What follows belongs to an exercise in optimizing a design on an open flow for a short achievable clock period and few clock cycles; a production flow would make more cautious choices.
In this exercise RTL edits were held to simulation tests only and were not proved equivalent to the original.
Power and IR drop assume default switching activity.

## flow/design.v (module list and top-level ports; edited modules follow where they fit)
// module Mux2to1: 9 lines
// module Mux2to1Width32: 13 lines
// module Mux3to1Width32: 15 lines
// module Mux3to1Width5: 15 lines
// module Mux5to1Width32: 19 lines
// module CLA_4_bit: 25 lines
// module LookAhead_Carry_Unit_Level_1: 12 lines
// module LookAhead_Carry_Unit_Level_2: 7 lines
// module CLA_16_bit: 12 lines
// module CLA_32_bit: 11 lines
// module CLA32BitNoCarry: 8 lines
// module Barrel_Shifter: 264 lines
// module D_Flip_Flop: 15 lines
// module ALU: 66 lines
// module ALU_Control: 97 lines
// module Controller: 59 lines
// module BranchComparisonSuccess: 23 lines
// module DFF: 8 lines
// module Register: 37 lines
// module RegisterFile: 148 lines
// module ProgramCounter: 9 lines
// module SignExtension16to32: 11 lines
// module SignExtension21to32: 11 lines
// module SignExtension23to32: 11 lines
// module PadLeadingZeros6to32: 5 lines
// module LeftShiftTwoPlacesWidth21: 5 lines
// module LeftShiftTwoPlacesWidth26: 5 lines
// module ConcatenateHigh4Low28: 6 lines
// module Datapath: 106 lines
// module KGPRISC: 12 lines
module KGPRISC(clk, rst, imem_addr, imem_rdata, dmem_addr, dmem_wdata, dmem_we, dmem_rdata);
  // ...
==> flow/run.sh <==
#!/bin/bash
# synth_recipe.tcl (not shown) runs the flow's synth.tcl, then flattens the netlist and writes it again
# the make line also repeats each setting of config.mk as NAME=value (left out here)
make -C /OpenROAD-flow-scripts/flow DESIGN_CONFIG=/design/flow/config.mk WORK_HOME=/design/flow/orfs CLKGATE_MAP_FILE= SYNTH_SCRIPT=/design/flow/synth_recipe.tcl finish
==> flow/config.mk <==
export PLATFORM = sky130hd
export DESIGN_NAME = KGPRISC
export DESIGN_NICKNAME = KGPRISC
export VERILOG_FILES = /design/flow/design.v
export SDC_FILE = /design/flow/constraint.sdc
export NUM_CORES = 4
export LEC_CHECK = 0
export CAP_MARGIN = 20
export CORE_MARGIN = 2
export CORE_UTILIZATION = 40
export SLEW_MARGIN = 20
==> flow/constraint.sdc <==
create_clock -name core_clock -period 14.0 [get_ports {clk}]
set_input_delay 2.8000 -clock core_clock [delete_from_list [all_inputs] [get_ports {clk}]]
set_output_delay 2.8000 -clock core_clock [all_outputs]
set_load 0.01 [all_outputs]
==> metrics.csv, run 1 <==
stage,metric,value,unit
clocking,cts_buffer_depth,3,
layout,design.seq.count,1025,
critical_path,path_class,in -> out,
layout,fin_area,0.0667,mm^2
grt,grt-busiest-layer,met2,
synthesis,synth.avg_cell_area,8.05,um^2
critical_path,required,11200,ps
power,power,6870,uW
synthesis,yosys_warnings,16,
drt,met1Wirelength,131000,um
layout,seq_area,0.0205,mm^2
clocking,h-tree-depth,3,
critical_path,crit_path_end_kind,output pin,
critical_path,worst-r2r-cell-count,37,
grt,use_met3,19.2,%
grt,grt_pass1_wl,487000,um
drt,ant_nets,0,
synthesis,ys_seq_area_share,35.7,%
layout,most-common-layout-cells,"1213 x nor2_1, 1025 x dfxtp_1, 1022 x a211oi_1, 609 x a22oi_1, 389 x buf_4",
synthesis,synth_cells,7140,
synthesis,yosys.area_share.simple,20.8,%
outcome,status,finished clean,
clocking,numCtsBuffers,110,
clocking,cts-root-buf,clkbuf_16,
critical_path,crit_fanout,27,
sta,final_hold_viol_count,0,
worst_hold_path,whs_endpoint,DP.RF.R26.F02.data,
power,p_leak,0.0236,uW
power,p_clk,3070,uW
grt,use_met2,65.0,%
sta,rsz0062_at_grt,no,
drt,drt_iter0_drc,12500,
layout,layout_commonest_cell,nor2_1,
synthesis,ys_seq_elements,1025,
floorplan,die-area,0.147,mm^2
drt,viasPerCell,7.27,
placed_design,gp_congestion,1.03,
power,p_comb,846,uW
sta,fin_crit,13750,ps
sta,finalClockSkew,56.0,ps
sta,setup_violations,0,
Testbench counts, summed over its fixed seeds: cycles 26,791.
==> module KGPRISC, before the edit <==
module KGPRISC(clk, rst, imem_addr, imem_rdata, dmem_addr, dmem_wdata, dmem_we, dmem_rdata);
	input wire clk, rst; 		 
	output wire [31:0] imem_addr;
	input wire [31:0] imem_rdata;
	output wire [31:0] dmem_addr;
	output wire [31:0] dmem_wdata;
	output wire dmem_we;
	input wire [31:0] dmem_rdata;
	Datapath DP( .clk(clk) , .rst(rst) , .imem_addr(imem_addr) , .imem_rdata(imem_rdata) ,
	             .dmem_addr(dmem_addr) , .dmem_wdata(dmem_wdata) , .dmem_we(dmem_we) ,
	             .dmem_rdata(dmem_rdata) ) ; 	 
endmodule
==> run 2: changes to the inputs <==
==> flow/design.v (replaced) <==
`timescale 1ns / 1ps
module KGPRISC(clk, rst, imem_addr, imem_rdata, dmem_addr, dmem_wdata, dmem_we, dmem_rdata);
	input wire clk, rst;
	output wire [31:0] imem_addr;
	input wire [31:0] imem_rdata;
	output wire [31:0] dmem_addr;
	output wire [31:0] dmem_wdata;
	output wire dmem_we;
	input wire [31:0] dmem_rdata;
	reg  [31:0] pc_f;
	reg         v_d, ptk_d;
	reg  [31:0] ir_d, pc4_d;
	reg         v_e, we_e, ld_e, st_e, setc_e, useimm_e;
	reg  [4:0]  rd_e;
	reg  [31:0] a_e, t_e, imm_e, pv_e;
	reg         fa_m, fa_w, ft_m, ft_w;
	reg         r_add, r_and, r_xor, r_neg, r_shl, r_shr, r_sra, r_pass;
	reg         we_m, st_m;
	reg         ld_m;
	reg  [4:0]  rd_m;
	reg  [31:0] res_m, sd_m;
	reg         we_w;
	reg  [4:0]  rd_w;
	reg  [31:0] wv_w;
	reg         carry;
	reg         rst_q;    
	reg  [31:1] wsel_w;
	reg         wz_w;
	reg  [31:1] rs_oh, rt_oh;
	reg         se_a, sm_a, sw_a, se_t, sm_t, sw_t;
	wire [31:0] rfq [1:31];
	wire [31:1] rfz;
	genvar g;
	generate for (g = 1; g < 32; g = g + 1) begin : RF
		reg [31:0] q;
		reg        z;
		always @(posedge clk)
			if (rst_q) begin
				q <= 32'd0;
				z <= 1'b1;
			end else if (wsel_w[g]) begin
				q <= wv_w;
				z <= wz_w;
			end
		assign rfq[g] = q;
		assign rfz[g] = z;
	end endgenerate
	reg  [31:0] ra, rb;
	integer k;
	always @(*) begin
		ra = 32'd0;
		rb = 32'd0;
		for (k = 1; k < 32; k = k + 1) begin
			ra = ra | ({32{rs_oh[k]}} & rfq[k]);
			rb = rb | ({32{rt_oh[k]}} & rfq[k]);
		end
	end
	wire ra_z = ~|(rs_oh & ~rfz);
	wire [31:0] a_fw = fa_m ? res_m : (fa_w ? wv_w : a_e);
	wire [31:0] t_fw = ft_m ? res_m : (ft_w ? wv_w : t_e);
	wire [31:0] b_op = useimm_e ? imm_e : t_fw;
	wire [32:0] sum  = {1'b0, a_fw} + {1'b0, b_op};
	wire [31:0] neg  = 32'd0 - t_fw;
	wire [5:0]  amt  = b_op[5:0];
	wire [63:0] sra_x = {{32{a_fw[31]}}, a_fw} >> amt[4:0];
	wire [31:0] shl  = amt[5] ? 32'd0 : (a_fw << amt[4:0]);
	wire [31:0] shr  = amt[5] ? 32'd0 : (a_fw >> amt[4:0]);
	wire [31:0] sra  = amt[5] ? {32{a_fw[31]}} : sra_x[31:0];
	wire [31:0] res_e = ({32{r_add}} & sum[31:0]) | ({32{r_and}} & (a_fw & b_op)) |
	                    ({32{r_xor}} & (a_fw ^ b_op)) | ({32{r_neg}} & neg) |
	                    ({32{r_shl}} & shl) | ({32{r_shr}} & shr) | ({32{r_sra}} & sra) |
	                    ({32{r_pass}} & pv_e);
	wire [31:0] s_p = a_fw ^ b_op;
	wire [31:0] s_g = a_fw | b_op;
	wire sum_zero = &(s_p ~^ {s_g[30:0], 1'b0});    
	wire [5:0] op = ir_d[31:26];
	wire [4:0] rs = ir_d[25:21];
	wire [4:0] rt = ir_d[20:16];
	wire [9:0] fn = ir_d[9:0];
	wire fn0 = (fn == 10'd0), fn1 = (fn == 10'd1), fn2 = (fn == 10'd2), fn3 = (fn == 10'd3);
	wire o_alu = (op == 6'd0), o_shi = (op == 6'd1), o_shv = (op == 6'd2), o_addi = (op == 6'd3);
	wire o_compi = (op == 6'd4), o_lw = (op == 6'd5), o_sw = (op == 6'd6), o_b = (op == 6'd7);
	wire o_bl = (op == 6'd8), o_bcy = (op == 6'd9), o_bncy = (op == 6'd10), o_br = (op == 6'd11);
	wire o_bltz = (op == 6'd12), o_bz = (op == 6'd13), o_bnz = (op == 6'd14);
	wire o_sh = o_shi | o_shv;
	wire sh_ok = fn0 | fn1 | fn2;
	wire o_rel = o_bltz | o_bz | o_bnz;
	wire o_pd = o_b | o_bl | o_bcy | o_bncy;
	wire [31:0] imm21 = {{11{ir_d[20]}}, ir_d[20:0]};
	wire [31:0] imm16 = {{16{ir_d[15]}}, ir_d[15:0]};
	wire [31:0] rel_tgt = pc4_d + {imm21[29:0], 2'b00};
	wire [31:0] pd_tgt  = {pc4_d[31:28], ir_d[25:0], 2'b00};
	wire seq_d = (o_pd & (ir_d[25:0] == pc4_d[27:2])) | (o_rel & (ir_d[20:0] == 21'd0));
	wire uses_a = (o_alu & (fn0 | fn1 | fn2)) | o_shi | o_shv | o_addi | o_lw | o_sw | o_br | o_rel;
	wire uses_t = (o_alu & (fn0 | fn1 | fn2 | fn3)) | o_shv | o_sw;
	wire writes = o_alu | o_sh | o_addi | o_compi;    
	wire [4:0] rd_d = o_lw ? rt : (o_bl ? 5'd31 : rs);
	wire we_d = ((writes | o_lw) & (rd_d != 5'd0)) | o_bl;
	wire [31:0] a_d = sw_a ? wv_w : ra;
	wire [31:0] t_d = sw_t ? wv_w : rb;
	wire a_d_z = sw_a ? wz_w : ra_z;
	wire m_z = (res_m == 32'd0);
	wire hit_e = se_a;
	wire hit_m = sm_a;
	wire hitt_e = se_t;
	wire hitt_m = sm_t;
	wire o_regbr = o_rel | o_br;
	wire [31:0] bv = hit_e ? sum[31:0] : (hit_m ? res_m : a_d);
	wire b_zero = hit_e ? sum_zero : (hit_m ? m_z : a_d_z);
	wire cy = setc_e ? sum[32] : carry;
	wire stall_d = v_d & ((ld_e & ((uses_a & hit_e) | (uses_t & hitt_e))) |
	                      (o_regbr & ((hit_e & ~setc_e) | (hit_m & ld_m))));
	wire adv_d = v_d & ~stall_d;
	wire taken_d = (o_bz & b_zero) | (o_bnz & ~b_zero) | (o_bltz & bv[31]) | o_br |
	               o_b | o_bl | (o_bcy & cy) | (o_bncy & ~cy);
	wire redir_d = adv_d & (taken_d ^ ptk_d) & ~seq_d;
	wire [31:0] rtgt_d = taken_d ? (o_br ? bv : (o_rel ? rel_tgt : pd_tgt)) : pc4_d;
	wire [31:0] fi = imem_rdata;
	wire [5:0] f_op = fi[31:26];
	wire f_pd = (f_op == 6'd7) | (f_op == 6'd8);
	wire f_rel = (f_op == 6'd12) | (f_op == 6'd13) | (f_op == 6'd14);
	wire [31:0] pc4_f = pc_f + 32'd4;
	wire [31:0] f_rel_tgt = pc4_f + {{9{fi[20]}}, fi[20:0], 2'b00};
	wire [31:0] f_pd_tgt = {pc4_f[31:28], fi[25:0], 2'b00};
	wire f_bcy = (f_op == 6'd9), f_bncy = (f_op == 6'd10);
	wire f_cknow = ~(v_d & ((o_alu & fn0) | o_addi)) & ~setc_e;
	wire f_ctk = f_cknow & ((f_bcy & carry) | (f_bncy & ~carry));
	wire f_ptk = f_pd | f_ctk | (f_rel & fi[20]);
	wire [31:0] f_npc = f_ptk ? (f_rel ? f_rel_tgt : f_pd_tgt) : pc4_f;
	wire [31:0] npc = redir_d ? rtgt_d : (stall_d ? pc_f : f_npc);
	wire [4:0] rs_n = stall_d ? rs : fi[25:21];
	wire [4:0] rt_n = stall_d ? rt : fi[20:16];
	assign imem_addr  = pc_f;
	assign dmem_addr  = res_m;
	assign dmem_wdata = sd_m;
	assign dmem_we    = st_m;
	always @(posedge clk) begin
		rst_q <= rst;
		if (rst) begin
			pc_f <= 32'd0;
			carry <= 1'b0;
			v_d <= 1'b0;
			v_e <= 1'b0; we_e <= 1'b0; ld_e <= 1'b0; st_e <= 1'b0; setc_e <= 1'b0;
			we_m <= 1'b0; st_m <= 1'b0; ld_m <= 1'b0;
			we_w <= 1'b0;
			wsel_w <= 31'd0;
		end else begin
			pc_f <= npc;
			if (v_e & setc_e) carry <= sum[32];
			v_d <= ~redir_d;
			if (!stall_d) begin
				ir_d <= fi;
				pc4_d <= pc4_f;
				ptk_d <= f_ptk;
				for (k = 1; k < 32; k = k + 1) begin
					rs_oh[k] <= (fi[25:21] == k);
					rt_oh[k] <= (fi[20:16] == k);
				end
			end
			v_e    <= adv_d;
			we_e   <= adv_d & we_d;
			ld_e   <= adv_d & o_lw;
			st_e   <= adv_d & o_sw;
			setc_e <= adv_d & ((o_alu & fn0) | o_addi);
			we_m  <= we_e;
			ld_m  <= ld_e;
			st_m  <= st_e;
			we_w <= we_m;
			for (k = 1; k < 32; k = k + 1) wsel_w[k] <= we_m & (rd_m == k);
		end
	end
	always @(posedge clk) begin
		rd_e   <= rd_d;
		a_e    <= a_d;
		t_e    <= t_d;
		fa_m   <= hit_e;
		fa_w   <= hit_m;
		ft_m   <= hitt_e;
		ft_w   <= hitt_m;
		se_a   <= adv_d & we_d & (rd_d == rs_n);
		sm_a   <= we_e & (rd_e == rs_n);
		sw_a   <= we_m & (rd_m == rs_n);
		se_t   <= adv_d & we_d & (rd_d == rt_n);
		sm_t   <= we_e & (rd_e == rt_n);
		sw_t   <= we_m & (rd_m == rt_n);
		useimm_e <= o_addi | o_lw | o_sw | o_shi;
		imm_e  <= o_shi ? {26'd0, ir_d[15:10]} : (o_addi ? imm21 : imm16);
		pv_e   <= o_compi ? (32'd0 - imm21) : (o_bl ? pc4_d : 32'd0);
		r_add  <= (o_alu & fn0) | o_addi | o_lw | o_sw;
		r_and  <= o_alu & fn1;
		r_xor  <= o_alu & fn2;
		r_neg  <= o_alu & fn3;
		r_shl  <= o_sh & fn0;
		r_shr  <= o_sh & fn1;
		r_sra  <= o_sh & fn2;
		r_pass <= o_compi | o_bl | (o_alu & ~(fn0 | fn1 | fn2 | fn3)) | (o_sh & ~sh_ok);
		rd_m  <= rd_e;
		res_m <= res_e;
		sd_m  <= t_fw;
		rd_w <= rd_m;
		wv_w <= ld_m ? dmem_rdata : res_m;
		wz_w <= ld_m ? (dmem_rdata == 32'd0) : m_z;
	end
endmodule
==> flow/flow/run.sh (new file) <==
#!/bin/bash
# Own layout flow: the standard ORFS flow (standard.sh, unchanged synthesis), with
# - the port buffers made buf_4 cells (buffer_ports otherwise picks a slow delay cell);
# - gate sizing not limited to the same footprint.
set -euo pipefail
MARGIN=${MARGIN:-9.8}
sed "s|\"\${@:-finish}\"|SETUP_SLACK_MARGIN=$MARGIN MATCH_CELL_FOOTPRINT=0 'BUFFER_PORTS_ARGS=-buffer_cell sky130_fd_sc_hd__buf_4' \"\${@:-finish}\"|" standard.sh > standard_margin.sh
grep -q "SETUP_SLACK_MARGIN=$MARGIN" standard_margin.sh
bash standard_margin.sh > standard_margin.log 2>&1
==> flow/standard.sh (new file) <==
#!/bin/bash
# synth_recipe.tcl (not shown) runs the flow's synth.tcl, then flattens the netlist and writes it again
# the make line also repeats each setting of config.mk as NAME=value (left out here)
make -C /OpenROAD-flow-scripts/flow DESIGN_CONFIG=/design/flow/config.mk WORK_HOME=/design/flow/orfs CLKGATE_MAP_FILE= SYNTH_SCRIPT=/design/flow/synth_recipe.tcl "${@:-finish}"
removed: flow/run.sh
==> run 2 against run 1 <==
Still clean. Via count rose by 17%. Cell area up 34%. Clock skew down 3.8 ps. First-iteration DRC count up 9.7%. Global-route usage shrank 3.7 points. Count of clock-buffer cells in the layout is 81 higher. Final cell count increased by 22%. Sequential power grew 46%. Non-clock buffer count shrank 16. Hold slack worse by 120 ps. Critical endpoint is now pc_f[4].
==> metrics.csv, run 2 <==
stage,metric,value,unit,change
worst_hold_path,whs_endpoint,ft_w,,
power,max-vdd-ir-drop,139,uV,
layout,largest_reg_flops,992,,
synthesis,synth.avg_cell_area,9.02,um^2,+12%
floorplan,die-area,0.194,mm^2,+32%
worst_hold_path,min_path_type,reg -> reg,,
floorplan,start_util,40.2,%,
drt,firstDrtPassIters,9,,
power,clockPowerShare,48.6,%,
placed_design,numPortBuffers,162,,
sta,finalClockSkew,52.3,ps,-3.76 ps
sta,rsz0062_at_grt,yes,,
layout,layout_commonest_cell,nor2_1,,
synthesis,synth_nets,8662,,
grt,grt_max_degree,218,,
sta,maxSlewHeadroom,12.8,%,
layout,fin_nets,8599,,
power,p_leak,0.0319,uW,+35%
floorplan,num_rows,160,,
power,switching_share,25.6,%,
critical_path,r2r_end,pc_f[4],,
synthesis,yosys_warnings,1,,-15
outcome,status,finished clean,,
sta,tns,0,ps,
layout,fillers,18100,,
sta,worstMarginPinSlew,1290,ps,
sta,setup_violations,0,,unchanged
layout,final_layout_size_suffix_gt1_share,15.6,%,
drt,drc,0,,
synthesis,synth_most_common_cell,dfxtp_1,,
clocking,cts_buffer_depth,3,,unchanged
drt,drt_iter0_drc,13800,,+9.7%
worst_hold_path,holdPathStages,0,,
critical_path,cp_data_arrival_time,6200,ps,
sta,fin_ws,8590,ps,
layout,most-common-layout-cells,"1276 x nor2_1, 1218 x dfxtp_1, 1172 x mux2i_1, 461 x buf_4, 351 x nand2_1",,
sta,fin_crit,5410,ps,-8350 ps
synthesis,ys_seq_area_share,40.1,%,+4.4 points
grt,grt_pass1_vias,71100,,
clocking,clk_latency,890,ps,
power,p_per_area,106,mW/mm^2,
clocking,cts_tree,done,,
critical_path,crit_path_end_kind,flip-flop,,
layout,syn_to_final_growth,16.9,%,
grt,grt_overflow,0,,
power,p_switching,2430,uW,
clocking,h-tree-depth,4,,+1
drt,viasPerCell,6.97,,-4.1%
sta,final_hold_viol_count,0,,unchanged
power,combPwrFrac,6.0,%,
sta,fmax,185,MHz,
floorplan,die_h,441,um,
synthesis,synth_area_leaders,"dfxtp_1 35%, mux2i_1 16%, nor2_1 6.3%, edfxtp_1 5.0%, a221oi_1 3.8%",,
clocking,clk_pin_slew_worst_paths,60,ps,
drt,via_count,77100,,
synthesis,synth_cells,8465,,+19%
critical_path,rrSetupSlack,8590,ps,
grt,grt_pass1_wl,589000,um,+21%
grt,antenna_found_initial,32,,
drt,drt-wirelength-per-cell,39.5,um,
floorplan,num_io_pins,163,,
clocking,hold_buffers,0,,
synthesis,syn-cell-area,0.0763,mm^2,
synthesis,synth_commonest_cells,"1340 x dfxtp_1, 1285 x nor2_1, 1196 x mux2i_1, 638 x clkbuf_1, 356 x nand2_1",,
floorplan,coreArea,0.190,mm^2,
layout,largest-register,RF.q,,
clocking,clock_sinks,1467,,
floorplan,die_w,441,um,
synthesis,synth_cell_types,93,,
critical_path,required,14790,ps,+3590 ps
critical_path,worst_setup_path_start_kind,flip-flop,,
synthesis,synth_top_cell_area_share,35.1,%,
synthesis,synth_top_area_cell,dfxtp_1,,
placed_design,dp_hpwl,279000,um,
placed_design,pre_cts_ws,6920,ps,
drt,wl,437000,um,
sta,slew_violations,0,,
clocking,cts-root-buf,clkbuf_16,,
power,p_int,7060,uW,
drt,ant_nets,0,,unchanged
critical_path,r2r-start,rs_oh[22],,
critical_path,worst-r2r-cell-count,10,,-73%
synthesis,ys_seq_elements,1467,,+43%
synthesis,synth_edf_count,127,,
clocking,numCtsBuffers,165,,+50%
placed_design,gp_congestion,1.02,,-0.93%
synthesis,synth_ff_type,dfxtp_1,,
power,seq_power_share,45.4,%,
grt,grt_usage,43.2,%,
sta,period_share,38.6,%,
synthesis,postSynth.asyncResetShare,0,%,
critical_path,path_class,reg -> reg,,
critical_path,crit_fanout,26,,-3.7%
run,drv_cap,0,,
worst_hold_path,hp-start,sm_t,,
run 2: cell count changes after synthesis, moves of 259 or more:
cell | before | now
mux2i_1 | 48 | 1196
a211oi_1 | 1023 | 55
dfxtp_1 | 1025 | 1340
and3_1 | 317 | 30
a22o_1 | 42 | 326
a22oi_1 | 609 | 345
a221oi_1 | 72 | 331
run 2: how the worst max path moves through the flow:
stage	start	end	cells after the start
after floorplan	imem_rdata[0]	pc_f[16]	13
after global placement	wv_w[29]	pc_f[27]	16
after detailed placement	wv_w[29]	pc_f[27]	16
after CTS	ft_w	pc_f[16]	23
after global routing	imem_rdata[0]	pc_f[16]	14
final	rs_oh[22]	pc_f[4]	10
run 2: logic make-up after synthesis:
| logic type | Yosys count | share of synthesized area [%] |
|---|---|---|
| buf+inv | 970 | 4.90 |
| xor+xnor | 201 | 2.31 |
| simple gates | 2391 | 13.8 |
| mux | 1295 | 17.2 |
| fa+ha+maj | 131 | 2.18 |
| flops | 1467 | 40.1 |
| compound gates | 2010 | 19.5 |
run 2: routing by layer:
layer	track usage (%)	part of all wire (%)
met5	0.0744	0.047
met4	27.5	8.1
met2	58.4	39
met1	57.7	39
met3	15.2	14
run 2: metrics by stage:
step | total power, uW | util, % | instance area (um^2) | hold slack (ps) | std cells
floorplan | 4700 | - | 76800 | 310 | 8465
global placement | 4920 | 42.2 | 80200 | 385 | 10600
detailed placement | 4920 | 42.2 | 80200 | 371 | 10600
CTS | 9450 | 46.5 | 88300 | 385 | 11000
global route | 9660 | 47.0 | 89200 | 388 | 11000
finish | 9490 | 47.0 | 89300 | 386 | 11100
run 2: cell type report:
| cell class | instances | area [um^2] | share of cell area (%) |
|---|---|---|---|
| timing repair buffer | 558 | 4910 | 5.51 |
| multi-input combinational | 6029 | 43700 | 49.0 |
| clock inverter | 69 | 870 | 0.974 |
| sequential | 1467 | 31000 | 34.8 |
| tap | 2511 | 3140 | 3.52 |
| clock buffer | 233 | 4790 | 5.37 |
| antenna | 18 | 45.0 | 0.0505 |
| inverter | 181 | 707 | 0.792 |
run 2: worst max-delay path: stages, from the launching register on:
cell and delay, ps:
edfxtp_1 900, buf_4 840, a22oi_1 220, nand3_1 140
nor3_1 80, a21oi_1 650, mux2i_1 430, o21ai_0 1000
o21ai_0 480, a31oi_1 310, a32o_1 200
run 2: what timing repair did:
action                     4_1_cts  5_1_grt
gates cloned                    11        2
resized for setup              439      138
buffers inserted                79       25
setup endpoints to repair      272      185
pin swaps                       25       36
run 2: power by group through the flow:
stage                     registers [uW]  logic (uW)  clock network [uW]
after global placement              4410         512                   0
after global routing                4310         593                4760
after detailed placement            4410         512                   0
after CTS                           4300         536                4610
final                               4310         571                4610
after floorplan                     4380         319                   0
Testbench counts of run 2, summed over its fixed seeds: cycles 28,386.
==> run 3: changes to the inputs <==
--- a/flow/design.v
+++ b/flow/design.v
@@ -20,3 +20,3 @@
 	reg  [4:0]  rd_m;
-	reg  [31:0] res_m, sd_m;
+	reg  [31:0] res_m, sd_m, da_m;    
 	reg         we_w;
@@ -27,3 +27,3 @@
 	reg  [31:1] wsel_w;
-	reg         wz_w;
+	reg         wz_w, wo_w;
 	reg  [31:1] rs_oh, rt_oh;
@@ -31,3 +31,3 @@
 	wire [31:0] rfq [1:31];
-	wire [31:1] rfz;
+	wire [31:1] rfz, rfo;
 	genvar g;
@@ -35,3 +35,3 @@
 		reg [31:0] q;
-		reg        z;
+		reg        z, o;
 		always @(posedge clk)
@@ -40,2 +40,3 @@
 				z <= 1'b1;
+				o <= 1'b0;
 			end else if (wsel_w[g]) begin
@@ -43,2 +44,3 @@
 				z <= wz_w;
+				o <= wo_w;
 			end
@@ -46,2 +48,3 @@
 		assign rfz[g] = z;
+		assign rfo[g] = o;
 	end endgenerate
@@ -58,2 +61,3 @@
 	wire ra_z = ~|(rs_oh & ~rfz);
+	wire ra_o = |(rs_oh & rfo);
 	wire [31:0] a_fw = fa_m ? res_m : (fa_w ? wv_w : a_e);
@@ -102,2 +106,3 @@
 	wire m_z = (res_m == 32'd0);
+	wire m_o = (res_m == 32'd1);
 	wire hit_e = se_a;
@@ -115,4 +120,11 @@
 	               o_b | o_bl | (o_bcy & cy) | (o_bncy & ~cy);
-	wire redir_d = adv_d & (taken_d ^ ptk_d) & ~seq_d;
-	wire [31:0] rtgt_d = taken_d ? (o_br ? bv : (o_rel ? rel_tgt : pd_tgt)) : pc4_d;
+	wire c_t = adv_d & ~seq_d & ~ptk_d;
+	wire c_n = adv_d & ~seq_d & ptk_d;
+	wire s_bv = c_t & o_br;
+	wire s_tg = c_t & ~o_br & taken_d;
+	wire s_p4 = c_n & ~taken_d;
+	wire redir_d = s_bv | s_tg | s_p4;
+	wire [31:0] tgt_d = o_rel ? rel_tgt : pd_tgt;
+	wire d_dec = v_d & o_addi & (ir_d[20:0] == 21'h1FFFFF) & ~hit_e & ~(hit_m & ld_m);
+	wire d_one = hit_m ? m_o : (sw_a ? wo_w : ra_o);
 	wire [31:0] fi = imem_rdata;
@@ -120,5 +132,13 @@
 	wire f_pd = (f_op == 6'd7) | (f_op == 6'd8);
-	wire f_rel = (f_op == 6'd12) | (f_op == 6'd13) | (f_op == 6'd14);
+	wire f_bz = (f_op == 6'd13), f_bnz = (f_op == 6'd14);
+	wire f_rel = (f_op == 6'd12) | f_bz | f_bnz;
+	wire f_know = d_dec & (f_bz | f_bnz) & (fi[25:21] == rs);
 	wire [31:0] pc4_f = pc_f + 32'd4;
-	wire [31:0] f_rel_tgt = pc4_f + {{9{fi[20]}}, fi[20:0], 2'b00};
+	wire f_short = (fi[20:9] == 12'd0) | (fi[20:9] == 12'hFFF);
+	wire [9:0]  f_lo = {1'b0, pc4_f[10:2]} + {1'b0, fi[8:0]};
+	wire [20:0] f_hi = pc4_f[31:11];
+	wire [20:0] f_hi_p1 = f_hi + 21'd1;
+	wire [20:0] f_hi_m1 = f_hi - 21'd1;
+	wire [20:0] f_hi_t = fi[20] ? (f_lo[9] ? f_hi : f_hi_m1) : (f_lo[9] ? f_hi_p1 : f_hi);
+	wire [31:0] f_rel_tgt = {f_hi_t, f_lo[8:0], pc4_f[1:0]};
 	wire [31:0] f_pd_tgt = {pc4_f[31:28], fi[25:0], 2'b00};
@@ -127,5 +147,9 @@
 	wire f_ctk = f_cknow & ((f_bcy & carry) | (f_bncy & ~carry));
-	wire f_ptk = f_pd | f_ctk | (f_rel & fi[20]);
-	wire [31:0] f_npc = f_ptk ? (f_rel ? f_rel_tgt : f_pd_tgt) : pc4_f;
-	wire [31:0] npc = redir_d ? rtgt_d : (stall_d ? pc_f : f_npc);
+	wire f_ptk = f_pd | f_ctk | (f_rel & f_short & (f_know ? (f_bnz ^ d_one) : fi[20]));
+	wire [31:0] f_tgt = f_rel ? f_rel_tgt : f_pd_tgt;
+	wire s_keep = ~redir_d & stall_d;
+	wire s_ft = ~redir_d & ~stall_d & f_ptk;
+	wire s_f4 = ~redir_d & ~stall_d & ~f_ptk;
+	wire [31:0] npc = ({32{s_bv}} & bv) | ({32{s_tg}} & tgt_d) | ({32{s_p4}} & pc4_d) |
+	                  ({32{s_keep}} & pc_f) | ({32{s_ft}} & f_tgt) | ({32{s_f4}} & pc4_f);
 	wire [4:0] rs_n = stall_d ? rs : fi[25:21];
@@ -133,3 +157,3 @@
 	assign imem_addr  = pc_f;
-	assign dmem_addr  = res_m;
+	assign dmem_addr  = da_m;
 	assign dmem_wdata = sd_m;
@@ -198,2 +222,3 @@
 		res_m <= res_e;
+		da_m  <= sum[31:0];
 		sd_m  <= t_fw;
@@ -202,2 +227,3 @@
 		wz_w <= ld_m ? (dmem_rdata == 32'd0) : m_z;
+		wo_w <= ld_m ? (dmem_rdata == 32'd1) : m_o;
 	end
==> run 3 against run 2 <==
Worst setup slack better by 480 ps. Global-route usage is 2.9 points lower. Cell area is 0.94% higher. Routed wire length is 4.2% lower. Critical path type unchanged. Largest power group unchanged. Highest routed layer unchanged.
==> metrics.csv, run 3 <==
stage,metric,value,unit,change
outcome,status,finished clean,,
sta,fmax,203,MHz,+9.8%
sta,finalClockSkew,64.7,ps,+12.4 ps
clocking,clock_sinks,1531,,+4.4%
synthesis,synth.avg_cell_area,9.00,um^2,-0.23%
synthesis,ys_seq_elements,1531,,+4.4%
sta,maxSlewHeadroom,9.31,%,-3.5 points
synthesis,synth_cell_types,88,,-5.4%
clocking,hold_buffers,0,,unchanged
grt,grt_overflow,0,,unchanged
clocking,cts_buffer_depth,3,,unchanged
floorplan,num_rows,162,,+1.3%
clocking,clk_latency,870,ps,-20 ps
sta,final_hold_viol_count,0,,unchanged
critical_path,worst-r2r-cell-count,22,,+12
sta,slew_violations,0,,unchanged
worst_hold_path,holdPathStages,0,,unchanged
floorplan,coreArea,0.195,mm^2,+2.4%
floorplan,die_w,446,um,+1.2%
floorplan,start_util,40.2,%,about the same
grt,grt_pass1_vias,71200,,+0.18%
grt,grt_max_degree,228,,+4.6%
critical_path,required,14690,ps,-100 ps
worst_hold_path,min_path_type,reg -> reg,,
critical_path,r2r_end,pc_f[20],,
synthesis,postSynth.asyncResetShare,0,%,unchanged
clocking,cts_tree,done,,
synthesis,ys_seq_area_share,40.8,%,+0.68 points
synthesis,synth_area_leaders,"dfxtp_1 36%, mux2i_1 16%, nor2_1 6.5%, edfxtp_1 4.9%, a221oi_1 3.9%",,
grt,grt_usage,40.3,%,-2.9 points
clocking,h-tree-depth,4,,unchanged
layout,fin_util,46.3,%,-0.68 points
drt,drt-wirelength-per-cell,37.2,um,-5.8%
drt,firstDrtPassIters,10,,+1
synthesis,synth_most_common_cell,dfxtp_1,,
worst_hold_path,hp-start,sm_t,,
sta,period_share,35.2,%,-3.4 points
synthesis,synth_commonest_cells,"1404 x dfxtp_1, 1357 x nor2_1, 1265 x mux2i_1, 734 x clkbuf_1, 360 x nand2_1",,
floorplan,num_io_pins,163,,unchanged
grt,grt_pass1_wl,569000,um,-3.4%
run,drv_cap,0,,unchanged
clocking,clk_pin_slew_worst_paths,60,ps,about the same
floorplan,die_h,446,um,+1.2%
power,p_per_area,113,mW/mm^2,+5.9%
grt,antenna_found_initial,25,,-22%
layout,largest-register,RF.q,,
sta,worstMarginPinSlew,1360,ps,+65.8 ps
critical_path,rrSetupSlack,9070,ps,+480 ps
sta,setup_violations,0,,unchanged
drt,drt_iter0_drc,13900,,+0.73%
drt,drc,0,,unchanged
drt,viasPerCell,6.91,,-0.80%
layout,syn_to_final_growth,15.2,%,
synthesis,synth_edf_count,127,,unchanged
placed_design,numPortBuffers,162,,unchanged
layout,fin_nets,8717,,+1.4%
critical_path,path_class,reg -> reg,,
critical_path,crit_path_end_kind,flip-flop,,
layout,fin_cells,11200,,+1.6%
synthesis,syn-cell-area,0.0782,mm^2,+2.4%
layout,final_layout_size_suffix_gt1_share,13.4,%,-2.3 points
critical_path,worst_setup_path_start_kind,flip-flop,,
synthesis,synth_cells,8692,,+2.7%
drt,ant_nets,0,,unchanged
synthesis,synth_top_area_cell,dfxtp_1,,
synthesis,synth_top_cell_area_share,35.9,%,+0.80 points
clocking,numCtsBuffers,169,,+2.4%
critical_path,crit_fanout,34,,+31%
critical_path,r2r-start,wv_w[8],,
placed_design,gp_congestion,1.06,,+3.8%
power,max-vdd-ir-drop,117,uV,-15%
drt,wl,419000,um,-4.2%
sta,tns,0,ps,unchanged
critical_path,cp_data_arrival_time,5610,ps,-590 ps
floorplan,die-area,0.199,mm^2,+2.4%
synthesis,yosys_warnings,1,,unchanged
clocking,cts-root-buf,clkbuf_16,,
sta,rsz0062_at_grt,yes,,
synthesis,synth_nets,8871,,+2.4%
placed_design,dp_hpwl,257000,um,-8.0%
worst_hold_path,whs_endpoint,ft_w,,
placed_design,dp_cells,10800,,+1.6%
layout,layout_commonest_cell,nor2_1,,
layout,largest_reg_flops,992,,unchanged
power,p_leak,0.0322,uW,+0.80%
drt,via_count,77700,,+0.79%
synthesis,synth_ff_type,dfxtp_1,,
sta,fin_crit,4930,ps,-480 ps
layout,most-common-layout-cells,"1351 x nor2_1, 1314 x dfxtp_1, 1256 x mux2i_1, 462 x buf_4, 356 x nand2_1",,
## run 3: cell types whose count changed in the layout (fill, tap and decap cells not counted), moves of 28 or more
| cell | before | now |
|---|---|---|
| dfxtp_1 | 1218 | 1314 |
| mux2i_1 | 1172 | 1256 |
| nor2_1 | 1276 | 1351 |
| a21oi_1 | 274 | 318 |
| mux2_2 | 91 | 57 |
| dfxtp_4 | 102 | 71 |
| o21ai_0 | 177 | 148 |
| nor3_1 | 164 | 136 |
## run 3: final cells by class
type	instances	area [um^2]
timing repair buffer	528	4540
inverter	196	777
multi-input combinational	6112	43300
fill	18600	104000
clock buffer	242	4940
antenna	21	52.6
clock inverter	71	1030
sequential	1531	32200
tap	2542	3180
## run 3: repair_timing
| action | 4_1_cts | 5_1_grt |
|---|---|---|
| setup endpoints to repair | 206 | 269 |
| setup buffers | 74 | 18 |
| gates resized for setup | 254 | 70 |
| pin swaps | 36 | 23 |
| gates cloned | 15 | 0 |
## run 3: worst max-delay path by stage
stage | slack (ps) | start | cells after the start | to
4_1_cts | 9310 | ft_w | 23 | pc_f[8]
3_5_place_dp | 7150 | wv_w[5] | 18 | pc_f[8]
3_3_place_gp | 7180 | ft_w | 21 | pc_f[4]
2_1_floorplan | 8680 | rst | 3 | ir_d[0]
5_1_grt | 9000 | ft_w | 24 | pc_f[28]
6_report | 9070 | wv_w[8] | 22 | pc_f[20]
## run 3: cells by family (layout without fill, tap and decap cells)
logic type	Yosys count	after routing	share of synthesized area (%)
buffers and inverters	1050	1037	5.11
other	0	21	0
xor gates and xnor gates	207	207	2.33
and+or+nand+nor	2455	2455	13.8
muxes	1323	1323	17.0
DFF	1531	1531	40.8
AOI/OAI and AO/OA	2013	2014	19.0
adders and majority gates	113	113	1.84
## run 3: per-layer routing
metal / vias to the layer above / track usage (%) / share of wire [%]
met5: - / 0.342 / 0.059
met4: 26 / 24.5 / 8.0
met3: 1813 / 14.8 / 15
met2: 6719 / 54.8 / 39
met1: 37700 / 53.6 / 38
li1: 31500 / - / -
## run 3: power breakdown
part / switching (uW) / internal [uW] / total [uW]
logic: 596 / 193 / 789
clock network: 2020 / 2810 / 4840
registers: 72.4 / 4450 / 4520
## run 3: metrics by stage
| step | instance area, um^2 | power [uW] | setup slack, ps | hold slack, ps |
|---|---|---|---|---|
| after floorplan | 78600 | 4950 | 8680 | 310 |
| after global placement | 81700 | 5300 | 7180 | 321 |
| after detailed placement | 81700 | 5300 | 7150 | 330 |
| after CTS | 89500 | 10100 | 9310 | 344 |
| after global routing | 90000 | 10300 | 9000 | 350 |
| final | 90100 | 10100 | 9070 | 346 |
## run 3: worst max-delay path, cell delays in order (launching register included)
cell and delay (ps):
dfxtp_1 300, buf_4 380, mux2i_1 200, o21ai_0 290, buf_4 240, mux2i_1 110
ha_1 510, xor2_1 250, nand4_1 190, nor4_1 290, a32o_2 220, a21oi_1 50
mux2_2 240, nand4b_1 100, buf_4 190, nor4_4 350, clkbuf_16 200, nor4_4 30
buf_6 160, buf_12 140, buf_6 140, o221ai_2 70, a41oi_2 120
Testbench counts of run 3, summed over its fixed seeds: cycles 27,624.
==> run 4: changes to the inputs <==
--- a/flow/design.v
+++ b/flow/design.v
@@ -76,5 +76,2 @@
 	                    ({32{r_pass}} & pv_e);
-	wire [31:0] s_p = a_fw ^ b_op;
-	wire [31:0] s_g = a_fw | b_op;
-	wire sum_zero = &(s_p ~^ {s_g[30:0], 1'b0});    
 	wire [5:0] op = ir_d[31:26];
@@ -112,12 +109,17 @@
 	wire o_regbr = o_rel | o_br;
-	wire [31:0] bv = hit_e ? sum[31:0] : (hit_m ? res_m : a_d);
-	wire b_zero = hit_e ? sum_zero : (hit_m ? m_z : a_d_z);
-	wire cy = setc_e ? sum[32] : carry;
+	reg         brw;
+	reg  [31:0] brv;
+	wire br_slow = o_br & ~hit_e & ~hit_m & ~brw;
+	reg         pex_d;    
+	wire [31:0] bv = hit_m ? res_m : brv;
+	wire b_neg = hit_m ? res_m[31] : a_d[31];
+	wire b_zero = hit_m ? m_z : a_d_z;
 	wire stall_d = v_d & ((ld_e & ((uses_a & hit_e) | (uses_t & hitt_e))) |
-	                      (o_regbr & ((hit_e & ~setc_e) | (hit_m & ld_m))));
+	                      (~pex_d & ((o_regbr & (hit_e | (hit_m & ld_m))) |
+	                                 ((o_bcy | o_bncy) & setc_e) | br_slow)));
 	wire adv_d = v_d & ~stall_d;
-	wire taken_d = (o_bz & b_zero) | (o_bnz & ~b_zero) | (o_bltz & bv[31]) | o_br |
-	               o_b | o_bl | (o_bcy & cy) | (o_bncy & ~cy);
-	wire c_t = adv_d & ~seq_d & ~ptk_d;
-	wire c_n = adv_d & ~seq_d & ptk_d;
+	wire taken_d = (o_bz & b_zero) | (o_bnz & ~b_zero) | (o_bltz & b_neg) | o_br |
+	               o_b | o_bl | (o_bcy & carry) | (o_bncy & ~carry);
+	wire c_t = adv_d & ~seq_d & ~pex_d & ~ptk_d;
+	wire c_n = adv_d & ~seq_d & ~pex_d & ptk_d;
 	wire s_bv = c_t & o_br;
@@ -127,4 +129,6 @@
 	wire [31:0] tgt_d = o_rel ? rel_tgt : pd_tgt;
-	wire d_dec = v_d & o_addi & (ir_d[20:0] == 21'h1FFFFF) & ~hit_e & ~(hit_m & ld_m);
+	wire d_dec = v_d & o_addi & (rs != 5'd0) & (ir_d[20:0] == 21'h1FFFFF) & ~hit_e & ~(hit_m & ld_m);
 	wire d_one = hit_m ? m_o : (sw_a ? wo_w : ra_o);
+	wire d_brk = v_d & o_addi & (rs != 5'd0) & ((hit_e & r_pass) | (~hit_e & hit_m & ~ld_m));
+	wire [31:0] d_bsum = (hit_e ? pv_e : res_m) + imm21;
 	wire [31:0] fi = imem_rdata;
@@ -135,2 +139,3 @@
 	wire f_know = d_dec & (f_bz | f_bnz) & (fi[25:21] == rs);
+	wire f_brk = d_brk & (f_op == 6'd11) & (fi[25:21] == rs);
 	wire [31:0] pc4_f = pc_f + 32'd4;
@@ -151,5 +156,7 @@
 	wire s_ft = ~redir_d & ~stall_d & f_ptk;
-	wire s_f4 = ~redir_d & ~stall_d & ~f_ptk;
+	wire s_fb = ~redir_d & ~stall_d & f_brk;
+	wire s_f4 = ~redir_d & ~stall_d & ~f_ptk & ~f_brk;
 	wire [31:0] npc = ({32{s_bv}} & bv) | ({32{s_tg}} & tgt_d) | ({32{s_p4}} & pc4_d) |
-	                  ({32{s_keep}} & pc_f) | ({32{s_ft}} & f_tgt) | ({32{s_f4}} & pc4_f);
+	                  ({32{s_keep}} & pc_f) | ({32{s_ft}} & f_tgt) | ({32{s_fb}} & d_bsum) |
+	                  ({32{s_f4}} & pc4_f);
 	wire [4:0] rs_n = stall_d ? rs : fi[25:21];
@@ -170,2 +177,3 @@
 			wsel_w <= 31'd0;
+			brw <= 1'b0;
 		end else begin
@@ -174,2 +182,3 @@
 			v_d <= ~redir_d;
+			brw <= v_d & br_slow;
 			if (!stall_d) begin
@@ -178,2 +187,3 @@
 				ptk_d <= f_ptk;
+				pex_d <= f_brk | (f_know & f_short);
 				for (k = 1; k < 32; k = k + 1) begin
@@ -196,2 +206,3 @@
 	always @(posedge clk) begin
+		brv <= a_d;
 		rd_e   <= rd_d;
--- a/flow/flow/run.sh
+++ b/flow/flow/run.sh
@@ -5,3 +5,3 @@
 set -euo pipefail
-MARGIN=${MARGIN:-9.8}
+MARGIN=${MARGIN:-9.5}
 sed "s|\"\${@:-finish}\"|SETUP_SLACK_MARGIN=$MARGIN MATCH_CELL_FOOTPRINT=0 'BUFFER_PORTS_ARGS=-buffer_cell sky130_fd_sc_hd__buf_4' \"\${@:-finish}\"|" standard.sh > standard_margin.sh
==> run 4 against run 3 <==
Hold slack improved by 45 ps. Non-clock buffer count shrank 69. Global-route usage fell by 0.57 points. Register-to-register slack better by 290 ps. Critical path depth down 9. Routed wire length rose by 0.68%. Critical path type is now in -> reg. Largest power group unchanged.
==> metrics.csv, run 4 <==
stage,metric,value,unit,change
power,seq_power_share,44.8,%,+0.3 points
layout,largest-register,RF.q,,
drt,met1Wirelength,165000,um,+3.1%
drt,viasPerCell,6.89,,-0.38%
placed_design,dp_hpwl,260000,um,+1.3%
drt,drt-wirelength-per-cell,37.0,um,-0.76%
drt,wl,422000,um,+0.68%
floorplan,start_util,40.2,%,about the same
synthesis,synth_commonest_cells,"1405 x dfxtp_1, 1387 x nor2_1, 1225 x mux2i_1, 720 x clkbuf_1, 386 x a21oi_1",,
drt,firstDrtPassIters,12,,+2
synthesis,synth_cell_types,98,,+11%
floorplan,num_rows,163,,+0.62%
clocking,cts-root-buf,clkbuf_16,,
sta,final_hold_viol_count,0,,unchanged
sta,fmax,211,MHz,+4.0%
critical_path,crit_fanout,8,,-76%
layout,fin_nets,8777,,+0.69%
power,p_int,7460,uW,+0.15%
placed_design,pre_cts_ws,7640,ps,+491 ps
floorplan,die_w,449,um,+0.54%
drt,met3_length,64300,um,+0.64%
critical_path,rrSetupSlack,9360,ps,+290 ps
grt,grt_pass1_vias,72000,,+1.1%
sta,finalClockSkew,54.0,ps,-10.6 ps
sta,maxSlewHeadroom,8.46,%,-0.86 points
synthesis,synth_top_cell_area_share,35.6,%,-0.37 points
drt,ant_nets,0,,unchanged
synthesis,synth_ff_type,dfxtp_1,,
floorplan,die-area,0.201,mm^2,+1.1%
grt,antenna_found_initial,38,,+52%
layout,syn_to_final_growth,14.2,%,
layout,layout_commonest_cell,nor2_1,,
drt,via_count,78600,,+1.1%
critical_path,worst_setup_path_start_kind,input port,,
floorplan,coreArea,0.197,mm^2,+1.1%
synthesis,synth_nets,8975,,+1.2%
layout,most-common-layout-cells,"1379 x nor2_1, 1353 x dfxtp_1, 1222 x mux2i_1, 411 x buf_4, 368 x nand2_1",,
clocking,numCtsBuffers,170,,+0.59%
synthesis,synth_top_area_cell,dfxtp_1,,
drt,maxUsedRoutingLayer,met5,,
critical_path,cp_data_arrival_time,5500,ps,-110 ps
run,drv_cap,0,,unchanged
grt,grt_pass1_wl,573000,um,+0.65%
grt,grt_overflow,0,,unchanged
synthesis,synth_most_common_cell,dfxtp_1,,
layout,largest_reg_flops,992,,unchanged
placed_design,gp_congestion,1.02,,-3.5%
synthesis,ys_seq_elements,1533,,+0.13%
power,p_switching,2610,uW,-2.9%
outcome,status,finished clean,,
clocking,clk_latency,870,ps,about the same
floorplan,die_h,449,um,+0.54%
clocking,cts_buffer_depth,3,,unchanged
grt,grt_usage,39.7,%,-0.57 points
drt,drt_iter0_drc,14000,,+1.3%
clocking,cts_tree,done,,
critical_path,path_class,in -> reg,,
synthesis,synth_area_leaders,"dfxtp_1 36%, mux2i_1 16%, nor2_1 6.6%, edfxtp_1 4.9%, a221oi_1 3.9%",,
drt,drc,0,,unchanged
synthesis,synth.avg_cell_area,8.99,um^2,about the same
synthesis,postSynth.asyncResetShare,0,%,unchanged
power,p_per_area,112,mW/mm^2,-0.87%
synthesis,synth_cells,8795,,+1.2%
critical_path,required,14770,ps,+80 ps
floorplan,num_io_pins,163,,unchanged
synthesis,ys_seq_area_share,40.4,%,-0.38 points
sta,tns,0,ps,unchanged
synthesis,synth_edf_count,128,,+0.79%
placed_design,place_area,0.0825,mm^2,+0.98%
power,combPwrFrac,7.1,%,-0.7 points
synthesis,syn-cell-area,0.0791,mm^2,+1.1%
power,power,10100,uW,-0.67%
sta,period_share,33.9,%,-1.3 points
sta,worstMarginPinSlew,1370,ps,+12.9 ps
placed_design,numPortBuffers,162,,unchanged
power,max-vdd-ir-drop,135,uV,+15%
synthesis,yosys_warnings,1,,unchanged
clocking,clock_sinks,1533,,+0.13%
layout,final_layout_size_suffix_gt1_share,12.2,%,-1.1 points
sta,rsz0062_at_grt,yes,,
sta,setup_violations,0,,unchanged
critical_path,worst-r2r-cell-count,12,,-45%
worst_hold_path,min_path_type,reg -> reg,,
sta,fin_crit,4740,ps,-188 ps
critical_path,crit_path_end_kind,flip-flop,,
sta,slew_violations,0,,unchanged
layout,fin_area,0.0903,mm^2,+0.20%
grt,grt_max_degree,226,,-0.88%
clocking,h-tree-depth,4,,unchanged
clocking,clk_pin_slew_worst_paths,60,ps,about the same
power,switching_share,25.9,%,-0.61 points
power,p_leak,0.0322,uW,+0.23%
power,clockPowerShare,48.1,%,+0.4 points
sta,fin_ws,9260,ps,+188 ps
clocking,hold_buffers,0,,unchanged
worst_hold_path,holdPathStages,0,,unchanged
drt,wl_met2,162000,um,+0.12%
run 4: cell count changes after synthesis, moves of 25 or more:
| cell | change |
|---|---|
| mux2_2 | +64 |
| a21oi_1 | +45 |
| mux2i_1 | -40 |
| o21ai_0 | +39 |
| nor2_1 | +30 |
| xnor2_1 | +25 |
run 4: cells by family after synthesis:
| group | synth area share [%] |
|---|---|
| AO/OA/AOI/OAI | 19.1 |
| XOR/XNOR | 2.40 |
| adder cells (fa/ha/maj) | 1.84 |
| buffers and inverters | 4.90 |
| flip-flops | 40.4 |
| multiplexers | 17.3 |
| AND/OR/NAND/NOR | 14.0 |
run 4: final cells by class:
class	count	area, um^2
fill	18800	107000
multi-input combinational	6246	44100
sequential	1533	32100
clock buffer	243	4890
timing repair buffer	459	3970
tap	2640	3300
clock inverter	69	1030
inverter	186	738
antenna	29	72.6
timing repair inverter	1	11.3
run 4: final timing paths:
| path | start | end |
|---|---|---|
| setup / recovery | imem_rdata[20] | pc_f[0] |
| hold / removal | rd_e[4] | rd_m[4] |
| setup reg to reg | ir_d[7] | pc_f[31] |
| hold reg to reg | rd_e[4] | rd_m[4] |
run 4: metrics by stage:
stage,cells,util (%),hold slack (ps)
floorplan,8795,-,310
global placement,11000,41.9,387
detailed placement,11000,41.9,386
CTS,11300,45.5,395
global route,11400,45.8,408
finish,11400,45.9,390
run 4: worst max-delay path: stages:
cell and delay [ps]:
buf_16 110, or3_4 410, or4_4 440, nor3_4 230, o21ai_2 120, nor2_2 180, a221oi_4 100, or3_4 450
buf_12 180, buf_12 120, o221ai_4 160, a221oi_2 80, nor2_1 110
run 4: power by group through the flow:
stage | clock network (uW) | logic (uW) | registers, uW
3_5_place_dp | 0 | 631 | 4600
3_3_place_gp | 0 | 633 | 4600
2_1_floorplan | 0 | 357 | 4580
6_report | 4850 | 720 | 4510
5_1_grt | 5000 | 718 | 4510
4_1_cts | 4840 | 654 | 4510
run 4: layer usage:
metal | track usage (%) | up-vias
met3 | 15.0 | 1787
met5 | 0.0710 | -
met4 | 22.8 | 26
met1 | 53.6 | 38000
li1 | - | 31800
met2 | 53.3 | 6915
run 4: repair_timing:
item	4_1_cts	5_1_grt
pin swaps	31	29
gates cloned	7	5
buffers inserted	29	23
resized for setup	136	87
endpoints found under the setup margin	153	124
Testbench counts of run 4, summed over its fixed seeds: cycles 27,326.
==> run 5: changes to the inputs <==
--- a/flow/design.v
+++ b/flow/design.v
@@ -122,3 +122,4 @@
 	               o_b | o_bl | (o_bcy & carry) | (o_bncy & ~carry);
-	wire c_t = adv_d & ~seq_d & ~pex_d & ~ptk_d;
+	wire long_d = o_rel & ~((ir_d[20:9] == 12'd0) | (ir_d[20:9] == 12'hFFF));
+	wire c_t = adv_d & ~seq_d & ~pex_d & (~ptk_d | long_d);
 	wire c_n = adv_d & ~seq_d & ~pex_d & ptk_d;
@@ -152,3 +153,3 @@
 	wire f_ctk = f_cknow & ((f_bcy & carry) | (f_bncy & ~carry));
-	wire f_ptk = f_pd | f_ctk | (f_rel & f_short & (f_know ? (f_bnz ^ d_one) : fi[20]));
+	wire f_ptk = f_pd | f_ctk | (f_rel & (f_know ? (f_bnz ^ d_one) : fi[20]));
 	wire [31:0] f_tgt = f_rel ? f_rel_tgt : f_pd_tgt;
==> run 5 against run 4 <==
Final cell count fell by 0.20%. Sequential share of layout area about the same. Critical path depth stayed put. Combinational power increased by 8.1%. Area after synthesis shrank 0.20%. Non-clock buffer count did not move. Largest cell class unchanged. Critical path type unchanged. Maximum frequency up 1.1%. Register-to-register slack better by 130 ps. First-iteration DRC count decreased by 8.5%. Flip-flop and latch count is the same. Sequential power is essentially flat.
==> metrics.csv, run 5 <==
stage,metric,value,unit,change
synthesis,synth.avg_cell_area,9.00,um^2,about the same
outcome,status,finished clean,,
synthesis,ys_seq_area_share,40.5,%,+0.081 points
layout,syn_to_final_growth,14.3,%,
grt,grt_overflow,0,,unchanged
critical_path,crit_fanout,5,,-3
floorplan,start_util,40.1,%,about the same
critical_path,required,14680,ps,-90 ps
critical_path,worst_setup_path_start_kind,input port,,
drt,ant_nets,0,,unchanged
floorplan,num_io_pins,163,,unchanged
sta,setup_violations,0,,unchanged
sta,maxSlewHeadroom,13.8,%,+5.3 points
synthesis,synth_commonest_cells,"1405 x dfxtp_1, 1371 x nor2_1, 1251 x mux2i_1, 682 x clkbuf_1, 400 x nand2_1",,
drt,drt-wirelength-per-cell,36.6,um,-0.99%
synthesis,synth_top_area_cell,dfxtp_1,,
synthesis,synth_area_leaders,"dfxtp_1 36%, mux2i_1 16%, nor2_1 6.5%, edfxtp_1 4.9%, a221oi_1 3.8%",,
drt,wl,417000,um,-1.2%
layout,fillers,19000,,+0.92%
clocking,cts_buffer_depth,3,,unchanged
critical_path,cp_slowest_cell,or4_4,,
synthesis,ys_seq_elements,1533,,unchanged
synthesis,synth_cells,8770,,-0.28%
placed_design,dp_hpwl,256000,um,-1.6%
synthesis,postSynth.asyncResetShare,0,%,unchanged
sta,period_share,33.5,%,-0.36 points
synthesis,synth_cell_types,93,,-5.1%
sta,finalClockSkew,56.3,ps,+2.22 ps
synthesis,yosys_warnings,1,,unchanged
layout,most-common-layout-cells,"1366 x nor2_1, 1350 x dfxtp_1, 1244 x mux2i_1, 421 x buf_4, 398 x nand2_1",,
sta,fin_crit,4690,ps,-50.3 ps
floorplan,num_rows,163,,unchanged
critical_path,crit_path_end_kind,flip-flop,,
synthesis,synth_most_common_cell,dfxtp_1,,
drt,via_count,78200,,-0.42%
critical_path,slowest_delay,430,ps,-20 ps
sta,tns,0,ps,unchanged
clocking,clk_latency,880,ps,about the same
power,p_per_area,114,mW/mm^2,+2.3%
clocking,numCtsBuffers,171,,+0.59%
placed_design,gp_congestion,1.00,,-1.4%
grt,grt_max_degree,227,,+0.44%
synthesis,synth_edf_count,128,,unchanged
drt,drt_iter0_drc,12800,,-8.5%
synthesis,synth_nets,8950,,-0.28%
layout,fin_nets,8756,,-0.24%
drt,drc,0,,unchanged
clocking,clk_pin_slew_worst_paths,60,ps,about the same
layout,final_layout_size_suffix_gt1_share,12.3,%,+0.037 points
clocking,cts_tree,done,,
layout,fin_util,45.9,%,about the same
clocking,h-tree-depth,4,,unchanged
critical_path,crit_chain,"buf_8, ha_4, o21ai_2, o21a_1, o311ai_4, buf_4, nand3_4, or4_4, o32a_1, nand3_2, a21oi_2, nor3_2, a31oi_1",,
synthesis,syn-cell-area,0.0789,mm^2,-0.20%
grt,antenna_found_initial,33,,-13%
sta,fmax,213,MHz,+1.1%
floorplan,coreArea,0.197,mm^2,-0.10%
layout,largest_reg_flops,992,,unchanged
grt,grt_usage,39.7,%,about the same
layout,largest-register,RF.q,,
sta,final_hold_viol_count,0,,unchanged
critical_path,path_class,in -> reg,,
sta,slew_violations,0,,unchanged
clocking,clock_sinks,1533,,unchanged
layout,layout_commonest_cell,nor2_1,,
sta,worstMarginPinSlew,1290,ps,-80.0 ps
grt,grt_pass1_wl,569000,um,-0.76%
grt,grt_pass1_vias,71600,,-0.59%
synthesis,synth_ff_type,dfxtp_1,,
floorplan,die_h,448,um,about the same
synthesis,synth_top_cell_area_share,35.6,%,+0.071 points
power,p_leak,0.0323,uW,+0.17%
worst_hold_path,min_path_type,reg -> reg,,
clocking,cts-root-buf,clkbuf_16,,
drt,viasPerCell,6.87,,-0.22%
critical_path,cp_data_arrival_time,5370,ps,-130 ps
power,max-vdd-ir-drop,136,uV,+0.64%
floorplan,die_w,448,um,about the same
floorplan,die-area,0.201,mm^2,-0.20%
sta,hold-worst-slack,369,ps,-21.4 ps
sta,rsz0062_at_grt,yes,,
drt,firstDrtPassIters,9,,-3
run,drv_cap,0,,unchanged
placed_design,numPortBuffers,162,,unchanged
## run 5: per-layer routing
metal / GRT usage [%] / up-vias / wire (um)
met3: 12.6 / 2061 / 56800
met4: 30.5 / 20 / 40500
met2: 58.1 / 6801 / 171000
met5: 0.0722 / - / 200
li1: - / 31800 / -
met1: 48.4 / 37500 / 148000
## run 5: cell type report
type,instances,area (um^2),area share [%]
diodes,24,60.1,0.0666
flip-flops and latches,1533,32100,35.6
clock inverters,85,1330,1.47
multi-input cells,6252,44100,48.9
inverters,159,601,0.666
clock buffers,231,4880,5.42
repair buffers,459,3810,4.22
well taps,2640,3300,3.66
## run 5: critical path: cells and delay by family
family          cells  cell delay, ps
fa+ha+maj           1             260
simple gates        4             780
compound gates      6            1210
buf+inv             2             300
## run 5: worst paths after layout
kind	startpoint	end	slack, ps	cells after the start
hold / removal	sm_t	ft_w	370	0
hold reg to reg	sm_t	ft_w	370	0
setup reg to reg	rs_oh[7]	pc_f[31]	9490	14
setup / recovery	imem_rdata[2]	pc_f[28]	9310	13
## run 5: cell families (layout without fill, tap and decap cells)
group	count (synthesis)	after routing	synth area share, %
other cells	0	24	0
fa+ha+maj	114	114	1.85
flops	1533	1533	40.5
simple gates	2522	2523	14.2
compound gates	2056	2057	19.1
xor+xnor	210	210	2.33
buf+inv	987	934	4.76
mux	1348	1348	17.3
## run 5: metrics by stage
stage	power, uW	std cells	instance area, um^2	setup WS [ps]
2_1_floorplan	4960	8770	79300	8660
3_3_place_gp	5310	11000	82500	7930
3_5_place_dp	5310	11000	82500	8000
4_1_cts	10200	11300	89400	9320
5_1_grt	10500	11400	90100	9230
6_report	10300	11400	90200	9310
## run 5: timing repair
item / 4_1_cts / 5_1_grt
buffers inserted: 28 / 28
gates resized for setup: 86 / 81
pin swaps: 14 / 40
hold buffers: 0 / 0
cloned: 5 / 5
endpoints found under the setup margin: 161 / 126
## run 5: where the power goes
part	internal, uW	switching, uW
registers	4450	76.5
logic	195	583
clock network	2910	2080
total	7550	2740
Testbench counts of run 5, summed over its fixed seeds: cycles 27,326.
==> run 6: changes to the inputs <==
--- a/flow/design.v
+++ b/flow/design.v
@@ -139,4 +139,5 @@
 	wire f_rel = (f_op == 6'd12) | f_bz | f_bnz;
-	wire f_know = d_dec & (f_bz | f_bnz) & (fi[25:21] == rs);
-	wire f_brk = d_brk & (f_op == 6'd11) & (fi[25:21] == rs);
+	wire f_rsm = (fi[25:21] == rs);
+	wire f_know = d_dec & (f_bz | f_bnz);
+	wire f_brk = d_brk & (f_op == 6'd11);
 	wire [31:0] pc4_f = pc_f + 32'd4;
@@ -188,3 +189,3 @@
 				ptk_d <= f_ptk;
-				pex_d <= f_brk | (f_know & f_short);
+				pex_d <= f_rsm & (f_brk | (f_know & f_short));
 				for (k = 1; k < 32; k = k + 1) begin
==> run 6 against run 5 <==
First-iteration DRC count rose by 5.9%. Critical endpoint is now pc_f[27]. Sequential share of layout area rose by 0.29 points. Cell area fell by 0.79%. Flip-flop and latch count did not move. Count of clock-buffer cells in the layout rose by 15. Hold slack got worse by 2.5 ps. Global-route usage rose by 0.21 points. Critical path depth fell by 1.
==> metrics.csv, run 6 <==
stage,metric,value,unit,change
outcome,status,finished clean,,
critical_path,slowest_delay,430,ps,about the same
power,switching_share,26.6,%,+0.033 points
power,power,10100,uW,-2.0%
clocking,cts_buffer_depth,3,,unchanged
synthesis,synth_top_area_cell,dfxtp_1,,
power,p_switching,2690,uW,-1.9%
drt,firstDrtPassIters,11,,+2
layout,fillers,18800,,-0.91%
critical_path,path_class,in -> reg,,
drt,drt_iter0_drc,13600,,+5.9%
grt,use_met3,15.3,%,+2.7 points
layout,largest_reg_flops,992,,unchanged
critical_path,cp_slowest_cell,or3_4,,
critical_path,crit_path_end_kind,flip-flop,,
synthesis,synth_ff_type,dfxtp_1,,
placed_design,dp_hpwl,254000,um,-0.74%
critical_path,crit_fanout,4,,-1
grt,grt_max_degree,226,,-0.44%
worst_hold_path,hp-start,sm_t,,
layout,syn_to_final_growth,13.6,%,
sta,maxSlewHeadroom,12.3,%,-1.5 points
sta,period_share,34.3,%,+0.82 points
layout,most-common-layout-cells,"1350 x dfxtp_1, 1323 x nor2_1, 1199 x mux2i_1, 396 x buf_4, 362 x nand2_1",,
grt,grt-busiest-layer,met1,,
clocking,hold_buffers,0,,unchanged
critical_path,crit_chain,"buf_4, ha_4, o21ai_2, o21a_1, o31ai_4, nand4_1, or3_4, o21a_1, xnor2_1, mux2_4, a221oi_2, a21oi_1",,
layout,final_layout_size_suffix_gt1_share,12.2,%,-0.046 points
sta,fin_crit,4800,ps,+115 ps
critical_path,cp_data_arrival_time,5510,ps,+140 ps
synthesis,synth_top_cell_area_share,35.7,%,+0.055 points
grt,antenna_found_initial,27,,-18%
critical_path,worst_setup_path_start_kind,input port,,
clocking,h-tree-depth,4,,unchanged
layout,multi_input_area,0.0438,mm^2,-0.62%
drt,drc,0,,unchanged
power,combPwrFrac,7.8,%,+0.2 points
synthesis,synth.avg_cell_area,9.07,um^2,+0.85%
clocking,clk_latency,880,ps,about the same
synthesis,synth_area_leaders,"dfxtp_1 36%, mux2i_1 15%, nor2_1 6.3%, edfxtp_1 4.9%, a221oi_1 3.9%",,
floorplan,coreArea,0.195,mm^2,-0.61%
sta,final_hold_viol_count,0,,unchanged
clocking,clk_pin_slew_worst_paths,60,ps,about the same
worst_hold_path,min_path_type,reg -> reg,,
synthesis,synth_edf_count,128,,unchanged
critical_path,required,14710,ps,+30 ps
synthesis,syn-cell-area,0.0788,mm^2,-0.15%
drt,viasPerCell,6.87,,about the same
synthesis,ys_seq_area_share,40.6,%,+0.062 points
grt,grt_pass1_wl,567000,um,-0.33%
synthesis,synth_cells,8683,,-0.99%
grt,use_met1,53.6,%,+5.2 points
drt,wl,419000,um,+0.51%
power,clockPowerShare,47.4,%,-1.1 points
floorplan,num_io_pins,163,,unchanged
synthesis,ys_seq_elements,1533,,unchanged
clocking,cts_tree,done,,
sta,tns,0,ps,unchanged
layout,seq_area,0.0321,mm^2,about the same
sta,hold-worst-slack,366,ps,-2.53 ps
run,drv_cap,0,,unchanged
sta,worstMarginPinSlew,1280,ps,-13.9 ps
clocking,numCtsBuffers,169,,-1.2%
power,p_leak,0.0318,uW,-1.7%
power,p_int,7400,uW,-2.0%
grt,grt_pass1_vias,70700,,-1.2%
grt,use_met2,53.1,%,-5.0 points
synthesis,postSynth.asyncResetShare,0,%,unchanged
drt,drt-wirelength-per-cell,37.2,um,+1.7%
critical_path,cpMostUsedCell,o21a_1,,
critical_path,r2r-start,se_a,,
grt,grt_usage,39.9,%,+0.21 points
layout,layout_commonest_cell,dfxtp_1,,
sta,finalClockSkew,68.2,ps,+12.0 ps
grt,grt_overflow,0,,unchanged
placed_design,gp_congestion,1.01,,+0.66%
floorplan,die_h,448,um,about the same
synthesis,yosys_warnings,1,,unchanged
sta,fmax,208,MHz,-2.4%
drt,via_count,77300,,-1.2%
placed_design,numPortBuffers,162,,unchanged
power,p_per_area,113,mW/mm^2,-1.2%
sta,setup_violations,0,,unchanged
power,seq_power_share,44.9,%,+0.9 points
floorplan,start_util,40.3,%,+0.19 points
synthesis,synth_nets,8863,,-0.97%
synthesis,synth_commonest_cells,"1405 x dfxtp_1, 1331 x nor2_1, 1207 x mux2i_1, 673 x clkbuf_1, 362 x nand2_1",,
power,max-vdd-ir-drop,141,uV,+3.7%
synthesis,synth_cell_types,97,,+4.3%
floorplan,die_w,448,um,about the same
layout,largest-register,RF.q,,
synthesis,synth_most_common_cell,dfxtp_1,,
clocking,clock_sinks,1533,,unchanged
drt,ant_nets,0,,unchanged
sta,rsz0062_at_grt,yes,,
floorplan,num_rows,162,,-0.61%
layout,fin_nets,8654,,-1.2%
clocking,cts-root-buf,clkbuf_16,,
critical_path,cp-startpoint,imem_rdata[2],,
floorplan,die-area,0.201,mm^2,-0.15%
sta,slew_violations,0,,unchanged
==> run 6: logic make-up after synthesis <==
group / share of synthesized area (%)
xor+xnor: 2.40
mux: 16.9
flops: 40.6
fa+ha+maj: 1.87
compound gates: 19.6
buf+inv: 4.81
simple gates: 13.8
==> run 6: power groups by stage <==
| stage | Clock, uW | Combinational, uW | Sequential [uW] |
|---|---|---|---|
| after floorplan | 0 | 382 | 4590 |
| after global placement | 0 | 701 | 4620 |
| after detailed placement | 0 | 700 | 4620 |
| after CTS | 4780 | 714 | 4520 |
| after global routing | 4970 | 770 | 4530 |
| final | 4780 | 782 | 4530 |
==> run 6: cell type report <==
| cell class | instances | share of cell area (%) |
|---|---|---|
| multi-input cells | 6174 | 48.9 |
| flip-flops and latches | 1533 | 35.9 |
| clock buffers | 246 | 5.65 |
| repair buffers | 432 | 4.08 |
| well taps | 2624 | 3.67 |
| clock inverters | 64 | 0.992 |
| inverters | 163 | 0.703 |
| diodes | 14 | 0.0392 |
| repair inverters | 1 | 0.00559 |
==> run 6: layer usage <==
metal / share of wire [%] / routed length, um
met3: 15 / 63700
met4: 7.8 / 32500
met5: 0.11 / 466
met2: 38 / 159000
met1: 39 / 163000
==> run 6: stage by stage <==
stage                     std cells  instance area (um^2)  setup WS (ps)  utilization (%)
after global placement        10900                 82300           8110             42.1
after CTS                     11200                 88900           9260             45.5
final                         11300                 89500           9200             45.8
after floorplan                8683                 79100           8660                -
after detailed placement      10900                 82300           8150             42.1
after global routing          11200                 89400           9060             45.8
==> run 6: critical path: cells and delay by family <==
| kind | cells | cell delay [ps] |
|---|---|---|
| compound gates | 6 | 1230 |
| simple gates | 2 | 650 |
| fa+ha+maj | 1 | 280 |
| mux | 1 | 280 |
| buf+inv | 1 | 130 |
| xor+xnor | 1 | 130 |
==> run 6: timing repair <==
item / in CTS / in global routing
setup endpoints to repair: 141 / 40
pin swaps: 25 / 16
gates resized for setup: 97 / 68
cloned: 8 / 4
setup buffers: 18 / 24
==> run 6: worst paths after layout <==
| path | to | slack, ps | cells after the start |
|---|---|---|---|
| max | pc_f[27] | 9200 | 12 |
| min | ft_w | 370 | 0 |
| max reg2reg | pc_f[29] | 9450 | 14 |
| min reg2reg | ft_w | 370 | 0 |
Testbench counts of run 6, summed over its fixed seeds: cycles 27,326.

==> separate check: timing with driven ports <==
Ports are ideal in the flow. The routed layouts listed here were re-timed in OpenROAD.
Step 1 assumes that a clkbuf_16 drives the clock port and a buf_2 every other input.
Step 2 times the ports against the registers' clock, not the clock port: input delays grow and output delays shrink by t, the midpoint of the rising clock arrivals with the driver on.
Three values: no drivers, after step 1, after step 2; two values: the first two.
run	t (ns)	setup WS [ns]	worst setup path at the end	cell pins on the clock port's net
run 1	0.847	0.246 / 0.146 / 0.146	input to output	1
run 2	0.942	8.593 / 8.593 / 8.221	input to register	1
run 3	0.933	9.073 / 9.073 / 8.308	input to register	1
run 4	0.930	9.261 / 9.277 / 8.347	input to register	1
run 5	0.930	9.311 / 9.351 / 8.421	input to register	1
run 6	0.936	9.196 / 9.261 / 8.325	input to register	1
After both steps every run listed still meets setup and hold. The setup slack of run 4, which loses most, moves by +0.016 ns with the drivers and by -0.914 ns with both steps.
